From an optimization exercise on the open Yosys and OpenROAD flow, aimed at small area, a short achievable clock period and few clock cycles; shortcuts taken in it are not production practice. At most, simulation tests tie the RTL to the original design; equivalence was not proved. Power figures rest on the tool's default switching activity, not on a simulated workload.

wip/nickel:
Design mips_cpu, start of the top module:
module mips_cpu (
	input  wire        clk,
	input  wire        rst,
	output wire [31:0] imem_addr,
	input  wire [31:0] imem_data,
	output wire        dmem_ren,
	output wire        dmem_wen,
	output wire [31:0] dmem_addr,
	output wire [31:0] dmem_wdata,
	input  wire [31:0] dmem_rdata
);
Size in the first run: roughly 4900 cells after synthesis, roughly 1200 flip-flops, ~160 I/O pins, ~60000 um^2 of cells after synthesis.
==> flow/config.mk <==
export PLATFORM = sky130hd
export DESIGN_NAME = mips_cpu
export DESIGN_NICKNAME = mips_cpu
export VERILOG_FILES = /design/flow/design.v
export SDC_FILE = /design/flow/constraint.sdc
export NUM_CORES = 4
export LEC_CHECK = 0
export CAP_MARGIN = 20
export CORE_MARGIN = 2
export CORE_UTILIZATION = 40
export CTS_BUF_LIST = sky130_fd_sc_hd__clkbuf_8
export CTS_CLUSTER_DIAMETER = 50
export CTS_CLUSTER_SIZE = 12
export SLEW_MARGIN = 20
==> flow/constraint.sdc <==
create_clock -name core_clock -period 11.0 [get_ports {clk}]
set_input_delay 2.2000 -clock core_clock [delete_from_list [all_inputs] [get_ports {clk}]]
set_output_delay 2.2000 -clock core_clock [all_outputs]
set_load 0.01 [all_outputs]
standard.sh (not shown) runs the stock make flow with config.mk's settings and CLKGATE_MAP_FILE= SYNTH_SCRIPT=/design/flow/synth_recipe.tcl, a recipe that flattens the netlist after the stock synthesis.
==> flow/flow/run.sh <==
#!/bin/bash
# The standard layout with two changes to how it is made:
# - synthesis maps logic with flow/abc_speed.script, an area-oriented ABC
#   script, in place of ORFS's abc_speed.script (a copy of ORFS's scripts
#   folder with only that file replaced);
# - timing repair aims for 7 ns of setup slack.
set -euo pipefail
here=$(pwd)
rm -rf "$here/orfs_scripts"
cp -r "$FLOW_HOME/scripts" "$here/orfs_scripts"
cp "$here/flow/abc_speed.script" "$here/orfs_scripts/abc_speed.script"
bash standard.sh SCRIPTS_DIR="$here/orfs_scripts" SETUP_SLACK_MARGIN=7 finish > standard_make.log 2>&1
==> flow/flow/abc_speed.script <==
&get -n
&st
&dch
&nf -a
&put
buffer -c
topo
stime -c
upsize -c
dnsize -c
wip/nickel finished every stage and its layout cleared the timing, DRC and antenna checks.
Testbench counts of wip/nickel, summed over its fixed seeds: cycles 24,917.
> inputs changed (wip/nickel -> wip/ember)
- CAP_MARGIN changed from 20 to 10
- SLEW_MARGIN changed from 20 to 10
- CTS_CLUSTER_SIZE changed from 12 to 16
Notes after the runs:
Diff wip/nickel -> wip/ember: final net count shrank by 74, total power after layout moved down, maximum cell stage delay along the critical path up 60 ps.
A library cell contributing the largest single delay on the critical path of sky130_fd_sc_hd__or4_1 is what wip/ember shows, while sky130_fd_sc_hd__nand4_1 belongs to wip/nickel.
For wip/indigo, these inputs were changed with respect to wip/ember:
- swapping 10 for 20 in CAP_MARGIN
- clearing CTS_CLUSTER_DIAMETER, which used to be 50
- swapping 10 for 20 in SLEW_MARGIN
- clearing CTS_CLUSTER_SIZE, which used to be 16
- clearing CTS_BUF_LIST, which used to be sky130_fd_sc_hd__clkbuf_8
Results
Higher power after layout was reported by wip/indigo, not wip/ember.
Utilization, wip/indigo and wip/ember: lower on wip/ember
wip/indigo against wip/ember: count of inserted tapcells essentially unchanged; sequential share of layout area went down by 2.2 points.
Edits applied to the flow inputs when going from wip/indigo to wip/raven:
- CTS_CLUSTER_SIZE newly set to 14
- CTS_CLUSTER_DIAMETER newly set to 50
- CTS_BUF_LIST newly set to sky130_fd_sc_hd__clkbuf_8
==> run notes <==
wip/indigo → wip/raven: setup slack shows an increase of 98 ps; power shows a reduction of about 10%; overall global routing resource usage shows a reduction of 0.32 points; number of global-route vias before repair shows a reduction of 1.3%; diode insertion count for antenna repair shows an increase of 2. The number of nets in the finished design number comes out higher for wip/indigo vs wip/raven.


Another version of the RTL of mips_cpu (not shown whole).
For scale: roughly 160 I/O pins.
==> flow/config.mk <==
export PLATFORM = sky130hd
export DESIGN_NAME = mips_cpu
export DESIGN_NICKNAME = mips_cpu
export VERILOG_FILES = /design/flow/design.v
export SDC_FILE = /design/flow/constraint.sdc
export NUM_CORES = 4
export LEC_CHECK = 0
export CAP_MARGIN = 20
export CORE_MARGIN = 2
export CORE_UTILIZATION = 40
export SLEW_MARGIN = 20
==> flow/constraint.sdc <==
create_clock -name core_clock -period 11.0 [get_ports {clk}]
set_input_delay 2.2000 -clock core_clock [delete_from_list [all_inputs] [get_ports {clk}]]
set_output_delay 2.2000 -clock core_clock [all_outputs]
set_load 0.01 [all_outputs]
==> flow/flow/run.sh <==
#!/bin/bash
# The standard layout, with timing repair aiming for 7 ns of setup slack.
set -euo pipefail
bash standard.sh SETUP_SLACK_MARGIN=7 finish > standard_make.log 2>&1
The first run completed without violations.
==> next run, changes <==
==> flow/flow/run.sh (replaced) <==
#!/bin/bash
# The standard layout with two changes to how it is made:
# - synthesis maps logic with flow/abc_speed.script, an area-oriented ABC
#   script, in place of ORFS's abc_speed.script (a copy of ORFS's scripts
#   folder with only that file replaced);
# - timing repair aims for 7 ns of setup slack.
set -euo pipefail
here=$(pwd)
rm -rf "$here/orfs_scripts"
cp -r "$FLOW_HOME/scripts" "$here/orfs_scripts"
cp "$here/flow/abc_speed.script" "$here/orfs_scripts/abc_speed.script"
bash standard.sh SCRIPTS_DIR="$here/orfs_scripts" SETUP_SLACK_MARGIN=7 finish > standard_make.log 2>&1
==> flow/flow/abc_speed.script (new file) <==
&get -n
&st
&dch
&nf -a
&put
buffer -c
topo
stime -c
upsize -c
dnsize -c
Synthesized area fell by 4.7%.
Cell area fell by 4.3%.
Power fell by 2.7%.
Setup slack got worse by 0.035 ns.
Sequential power is about the same.
Non-clock buffer count fell by 16.
Register-to-register slack improved by 0.10 ns.
Via count fell by 15%.
Clock skew rose by 0.0044 ns.
No functional check of the RTL was part of any run of this note.

[re-timing with driven ports]
How much do the figures lean on ideal ports? The routed layouts below were timed once more, with nothing changed but the port constraints.
Step 1: set_driving_cell puts a clkbuf_16 on clk and a buf_2 on each other input, an assumption about the parent block.
Step 2 times the ports against the registers' clock, not the clock port: input delays grow and output delays shrink by t, the midpoint of the rising clock arrivals with the driver on.
a / b / c = no drivers / after step 1 / after step 2; a / b = the first two.
run	t, ns	setup slack, ns	clock arrival spread, ns	pins driven straight from the clock port
wip/nickel	0.969	6.746 / 6.725 / 5.756	0.086 / 0.086	1
wip/ember	0.968	6.767 / 6.741 / 5.774	0.078 / 0.079	1
wip/indigo	0.857	6.615 / 6.648 / 5.791	0.096 / 0.096	1
wip/raven	0.966	6.714 / 6.734 / 5.768	0.090 / 0.089	1
the first run of note 2	0.885	6.645 / 6.677 / 5.793	0.069 / 0.069	1
the second run of note 2	0.847	6.611 / 6.464 / 5.618	0.075 / 0.075	1
After both steps every run listed still meets setup and hold.
